This is an optimization exercise on Yosys and OpenROAD, whose aim is small area and a short achievable clock period, not a production implementation. The RTL was checked by simulation tests, not by an equivalence proof against the original design.

## resize_datapath
module resize_datapath (
  clk,
  reset_n,
  enable,
  data_in1,
  data_in2,
  scale,
  data_out
);
clock: 25.0 ns
lec_check: 0
abc_area: 1
cap_margin: 20
core_margin: 2
core_utilization: 65
place_density: 0.8
setup_slack_margin: 5
slew_margin: 20
synth_hierarchical: 1
synth_minimum_keep_size: 0
standard.sh (not shown) runs the stock make flow with config.mk's settings and CLKGATE_MAP_FILE= SYNTH_SCRIPT=/design/flow/synth_recipe.tcl, a recipe that flattens the netlist after the stock synthesis.
==> flow/flow/run.sh <==
#!/bin/bash
# Own layout flow:
#  1. the standard synthesis (bash standard.sh synth);
#  2. the logic between the registers and the full-adder cells is mapped
#     again by ABC for area (registers and full adders kept as they are);
#  3. the standard layout from the floorplan on, except that the delay
#     cells may not be used (so the port buffers are plain buffers); the
#     platform's own don't-use cells stay don't-use.
# Each tool's output goes to a log file of its own here (flow_*.log).
set -euo pipefail
W=$(pwd)
R=$W/orfs/results/$FLOW_PLATFORM/resize_datapath/base
YOSYS=$FLOW_HOME/../tools/install/yosys/bin/yosys
LIB=$FLOW_HOME/platforms/sky130hd/lib/sky130_fd_sc_hd__tt_025C_1v80.lib

bash standard.sh synth > "$W/flow_synth.log" 2>&1
cp "$R/1_2_yosys.v" "$W/standard_1_2_yosys.v"

DL="sky130_fd_sc_hd__clkdlybuf4s15_1 sky130_fd_sc_hd__clkdlybuf4s15_2 sky130_fd_sc_hd__clkdlybuf4s18_1 sky130_fd_sc_hd__clkdlybuf4s18_2 sky130_fd_sc_hd__clkdlybuf4s25_1 sky130_fd_sc_hd__clkdlybuf4s25_2 sky130_fd_sc_hd__clkdlybuf4s50_1 sky130_fd_sc_hd__clkdlybuf4s50_2 sky130_fd_sc_hd__dlygate4sd1_1 sky130_fd_sc_hd__dlygate4sd2_1 sky130_fd_sc_hd__dlygate4sd3_1 sky130_fd_sc_hd__dlymetal6s2s_1 sky130_fd_sc_hd__dlymetal6s4s_1 sky130_fd_sc_hd__dlymetal6s6s_1"
PLAT=$(sed -n '/^export DONT_USE_CELLS/,/^[^ ]/p' "$FLOW_HOME/platforms/sky130hd/config.mk" | grep -o 'sky130_fd_sc_hd__[A-Za-z0-9_]*' | tr '\n' ' ')
DONT_ALL="$DL $PLAT"
# ABC may not use the don't-use cells, nor the multi-output adder cells
ABC_DONT=$(for c in $DONT_ALL sky130_fd_sc_hd__fa_1 sky130_fd_sc_hd__fa_2 sky130_fd_sc_hd__fa_4 sky130_fd_sc_hd__fah_1 sky130_fd_sc_hd__fahcin_1 sky130_fd_sc_hd__fahcon_1 sky130_fd_sc_hd__ha_1 sky130_fd_sc_hd__ha_2 sky130_fd_sc_hd__ha_4; do printf -- "-dont_use $c "; done)
printf 'set_driving_cell sky130_fd_sc_hd__buf_1\nset_load 5\n' > "$W/resyn.constr"
echo 'strash; balance; dch; map -a; topo; stime -c; upsize -c; dnsize -c' > "$W/resyn.abc"
cat > "$W/resyn.ys" <<EOS
read_liberty -ignore_miss_func $LIB
blackbox sky130_fd_sc_hd__fa_1 sky130_fd_sc_hd__fa_2 sky130_fd_sc_hd__fa_4 sky130_fd_sc_hd__dfrtp_1 sky130_fd_sc_hd__dfrtp_2 sky130_fd_sc_hd__dfrtp_4
read_verilog $W/standard_1_2_yosys.v
hierarchy -top $FLOW_TOP
flatten
opt_clean -purge
abc -liberty $LIB -constr $W/resyn.constr -script $W/resyn.abc $ABC_DONT
opt_clean -purge
hilomap -singleton -hicell sky130_fd_sc_hd__conb_1 HI -locell sky130_fd_sc_hd__conb_1 LO
splitnets
opt_clean -purge
write_verilog -noattr -nohex -nodec $W/resyn.v
EOS
"$YOSYS" -s "$W/resyn.ys" > "$W/flow_resyn.log" 2>&1
# read the new netlist back on its own and check it
"$YOSYS" -p "read_liberty -lib $LIB; read_verilog $W/resyn.v; hierarchy -check -top $FLOW_TOP; check -assert -mapped; stat -liberty $LIB" > "$W/flow_resyn_check.log" 2>&1
cp "$W/resyn.v" "$R/1_2_yosys.v"
touch "$R/1_2_yosys.v"

bash standard.sh "DONT_USE_CELLS=$DONT_ALL" SETUP_SLACK_MARGIN=8 finish > "$W/flow_finish.log" 2>&1
The starting point went through all stages and came out clean.
Next try:
--- a/flow/flow/run.sh
+++ b/flow/flow/run.sh
@@ -46 +46 @@
-bash standard.sh "DONT_USE_CELLS=$DONT_ALL" SETUP_SLACK_MARGIN=8 finish > "$W/flow_finish.log" 2>&1
+bash standard.sh "DONT_USE_CELLS=$DONT_ALL" SETUP_SLACK_MARGIN=7.5 finish > "$W/flow_finish.log" 2>&1
Result: Non-clock buffer count fell by 21. Final area fell by a few percent. Sequential share of layout area rose by 0.10 points. First-iteration DRC count fell slightly. Worst hold slack hardly moves. Clock skew is unchanged. Via count fell slightly.
Next try:
--- a/flow/flow/run.sh
+++ b/flow/flow/run.sh
@@ -46 +46 @@
-bash standard.sh "DONT_USE_CELLS=$DONT_ALL" SETUP_SLACK_MARGIN=7.5 finish > "$W/flow_finish.log" 2>&1
+bash standard.sh "DONT_USE_CELLS=$DONT_ALL" SETUP_SLACK_MARGIN=8.5 finish > "$W/flow_finish.log" 2>&1
- CORE_UTILIZATION: 65 -> 55
- PLACE_DENSITY: 0.8 -> 0.7
The changed run completed without violations.
Design area climbs by 8.3%.
Cell count climbs by 4.8%.

Setup of wip/onyx:
Another version of the RTL of resize_datapath (not shown whole).
For scale: ~16 flip-flops, roughly 67 I/O pins, ~0.013 mm2 of cells after synthesis.
export LEC_CHECK = 0
export ABC_AREA = 1
export CAP_MARGIN = 20
export CORE_MARGIN = 2
export CORE_UTILIZATION = 40
export PLACE_DENSITY = 0.6
export SETUP_SLACK_MARGIN = 5
export SLEW_MARGIN = 20
export SYNTH_HIERARCHICAL = 1
export SYNTH_MINIMUM_KEEP_SIZE = 0
create_clock -name core_clock -period 25.0 [get_ports {clk}]
run.sh (not shown) runs the stock make flow with config.mk's settings and CLKGATE_MAP_FILE= SYNTH_SCRIPT=/design/flow/synth_recipe.tcl, a recipe that flattens the netlist after the stock synthesis.
Stock flow here: none of the scripts above is used.
Per the final summary, wip/onyx finished and its layout is clean on timing, DRC and antenna.
Modified inputs, wip/cedar compared to wip/onyx
==> flow/flow/run.sh (new file) <==
#!/bin/bash
# Own layout flow: the standard synthesis, then the combinational logic
# between the registers and the adder cells is mapped again by ABC for area,
# then the standard layout from the floorplan on.
set -euo pipefail
W=$(pwd)
R=$W/orfs/results/$FLOW_PLATFORM/resize_datapath/base
YOSYS=$FLOW_HOME/../tools/install/yosys/bin/yosys
LIB=$FLOW_HOME/platforms/sky130hd/lib/sky130_fd_sc_hd__tt_025C_1v80.lib

bash standard.sh synth > "$W/flow_synth.log" 2>&1
cp "$R/1_2_yosys.v" "$W/standard_1_2_yosys.v"

# cells the platform marks don't-use
DONT=$(sed -n '/^export DONT_USE_CELLS/,/^[^ ]/p' "$FLOW_HOME/platforms/sky130hd/config.mk" \
       | grep -o 'sky130_fd_sc_hd__[A-Za-z0-9_]*' | sed 's/^/-dont_use /' | tr '\n' ' ')
# ABC is not to map to the multi-output adder cells
MO=$(for c in fa_1 fa_2 fa_4 fah_1 fahcin_1 fahcon_1 ha_1 ha_2 ha_4; do printf -- "-dont_use sky130_fd_sc_hd__$c "; done)
printf 'set_driving_cell sky130_fd_sc_hd__buf_1\nset_load 5\n' > "$W/resyn.constr"
cat > "$W/resyn.ys" <<EOS
read_liberty -ignore_miss_func $LIB
blackbox sky130_fd_sc_hd__fa_1 sky130_fd_sc_hd__fa_2 sky130_fd_sc_hd__fa_4 sky130_fd_sc_hd__ha_1 sky130_fd_sc_hd__ha_2 sky130_fd_sc_hd__ha_4 sky130_fd_sc_hd__dfrtp_1 sky130_fd_sc_hd__dfrtp_2 sky130_fd_sc_hd__dfrtp_4
read_verilog $W/standard_1_2_yosys.v
hierarchy -top $FLOW_TOP
flatten
opt_clean -purge
abc -liberty $LIB -constr $W/resyn.constr $DONT $MO
opt_clean -purge
hilomap -singleton -hicell sky130_fd_sc_hd__conb_1 HI -locell sky130_fd_sc_hd__conb_1 LO
splitnets
opt_clean -purge
stat -liberty $LIB
write_verilog -noattr -nohex -nodec $W/resyn.v
EOS
"$YOSYS" -s "$W/resyn.ys" > "$W/flow_resyn.log" 2>&1
# read the new netlist back on its own and check it
"$YOSYS" -p "read_liberty -lib $LIB; read_verilog $W/resyn.v; hierarchy -check -top $FLOW_TOP; check -assert -mapped" > "$W/flow_resyn_check.log" 2>&1
cp "$W/resyn.v" "$R/1_2_yosys.v"
touch "$R/1_2_yosys.v"

bash standard.sh finish > "$W/flow_finish.log" 2>&1
==> flow/standard.sh (new file) <==
#!/bin/bash
# synth_recipe.tcl (not shown) runs the flow's synth.tcl, then flattens the netlist and writes it again
# the make line also repeats each setting of config.mk as NAME=value (left out here)
make -C /OpenROAD-flow-scripts/flow DESIGN_CONFIG=/design/flow/config.mk WORK_HOME=/design/flow/orfs CLKGATE_MAP_FILE= SYNTH_SCRIPT=/design/flow/synth_recipe.tcl "${@:-finish}"
removed: flow/run.sh
--- outcome ---
From wip/onyx to wip/cedar the numbers moved as follows: final-layout worst hold slack went up by 0.059 ns; cell area after layout went down by about 7%; post-detailed-route via-to-cell ratio went up by about 9%; via count went down by about 14%.
Setup slack: wip/cedar less than wip/onyx
## Diff of input files: wip/tundra against wip/cedar
Settings: SETUP_SLACK_MARGIN: 5 -> unset.
--- a/flow/flow/run.sh
+++ b/flow/flow/run.sh
@@ -10,2 +10,6 @@
 
+# delay cells are not to be used as port buffers (nor anywhere else)
+export DONT_USE_CELLS="sky130_fd_sc_hd__clkdlybuf4s15_1 sky130_fd_sc_hd__clkdlybuf4s15_2 sky130_fd_sc_hd__clkdlybuf4s18_1 sky130_fd_sc_hd__clkdlybuf4s18_2 sky130_fd_sc_hd__clkdlybuf4s25_1 sky130_fd_sc_hd__clkdlybuf4s25_2 sky130_fd_sc_hd__clkdlybuf4s50_1 sky130_fd_sc_hd__clkdlybuf4s50_2 sky130_fd_sc_hd__dlygate4sd1_1 sky130_fd_sc_hd__dlygate4sd2_1 sky130_fd_sc_hd__dlygate4sd3_1 sky130_fd_sc_hd__dlymetal6s2s_1 sky130_fd_sc_hd__dlymetal6s4s_1 sky130_fd_sc_hd__dlymetal6s6s_1"
+
+export SETUP_SLACK_MARGIN=8
 bash standard.sh synth > "$W/flow_synth.log" 2>&1
@@ -14,3 +18,3 @@
 # cells the platform marks don't-use
-DONT=$(sed -n '/^export DONT_USE_CELLS/,/^[^ ]/p' "$FLOW_HOME/platforms/sky130hd/config.mk" \
+DONT=$( (echo $DONT_USE_CELLS; sed -n '/^export DONT_USE_CELLS/,/^[^ ]/p' "$FLOW_HOME/platforms/sky130hd/config.mk") \
        | grep -o 'sky130_fd_sc_hd__[A-Za-z0-9_]*' | sed 's/^/-dont_use /' | tr '\n' ' ')
## What came out
Having completed the whole flow, wip/tundra delivered a layout that passed the timing, DRC and antenna checks. wip/tundra ends up with a global-route usage that is 0.93 points higher than in wip/cedar. Relative to wip/cedar, the via count measured on wip/tundra has increased by a few percent. Between wip/tundra and wip/cedar, the well tap count does not differ in any meaningful way. wip/cedar → wip/tundra: non-clock buffer count went up by 49; final HPWL from detailed placement dropped about 0.6%.

[re-timing with driven ports]
No port has a modelled driver above. Below, the same layouts with a new extraction and two added sets of constraints. Step 1: set_driving_cell puts a clkbuf_16 on clk and a buf_2 on each other input, an assumption about the parent block. Step 2, shift: input delay + t, output delay - t, t = (earliest + latest rising clock arrival at the registers) / 2. This alone moves slack from input paths to output paths. Slacks: no drivers / after step 1 / after step 2; pairs: no drivers / after step 1.
| run | shift t [ns] | slack for setup (ns) | clock arrival spread, ns | cell pins on the clock port's net |
|---|---|---|---|---|
| the first run of note 1 | 0.265 | 8.460 / 8.465 / 8.200 | 0.002 / 0.002 | 1 |
| the second run of note 1 | 0.264 | 8.360 / 8.345 / 8.081 | 0.003 / 0.004 | 1 |
| the third run of note 1 | 0.272 | 8.758 / 8.703 / 8.431 | 0.005 / 0.005 | 1 |
| wip/onyx | 0.274 | 6.277 / 6.283 / 6.009 | 0.002 / 0.002 | 1 |
| wip/cedar | 0.277 | 5.539 / 5.547 / 5.271 | 0.005 / 0.005 | 1 |
| wip/tundra | 0.269 | 6.138 / 6.133 / 5.864 | 0.006 / 0.006 | 1 |
After both steps setup and hold are still met in every run listed. For the third run of note 1, which loses most, drivers alone change the setup slack by -0.055 ns; drivers and shift together by -0.327 ns.
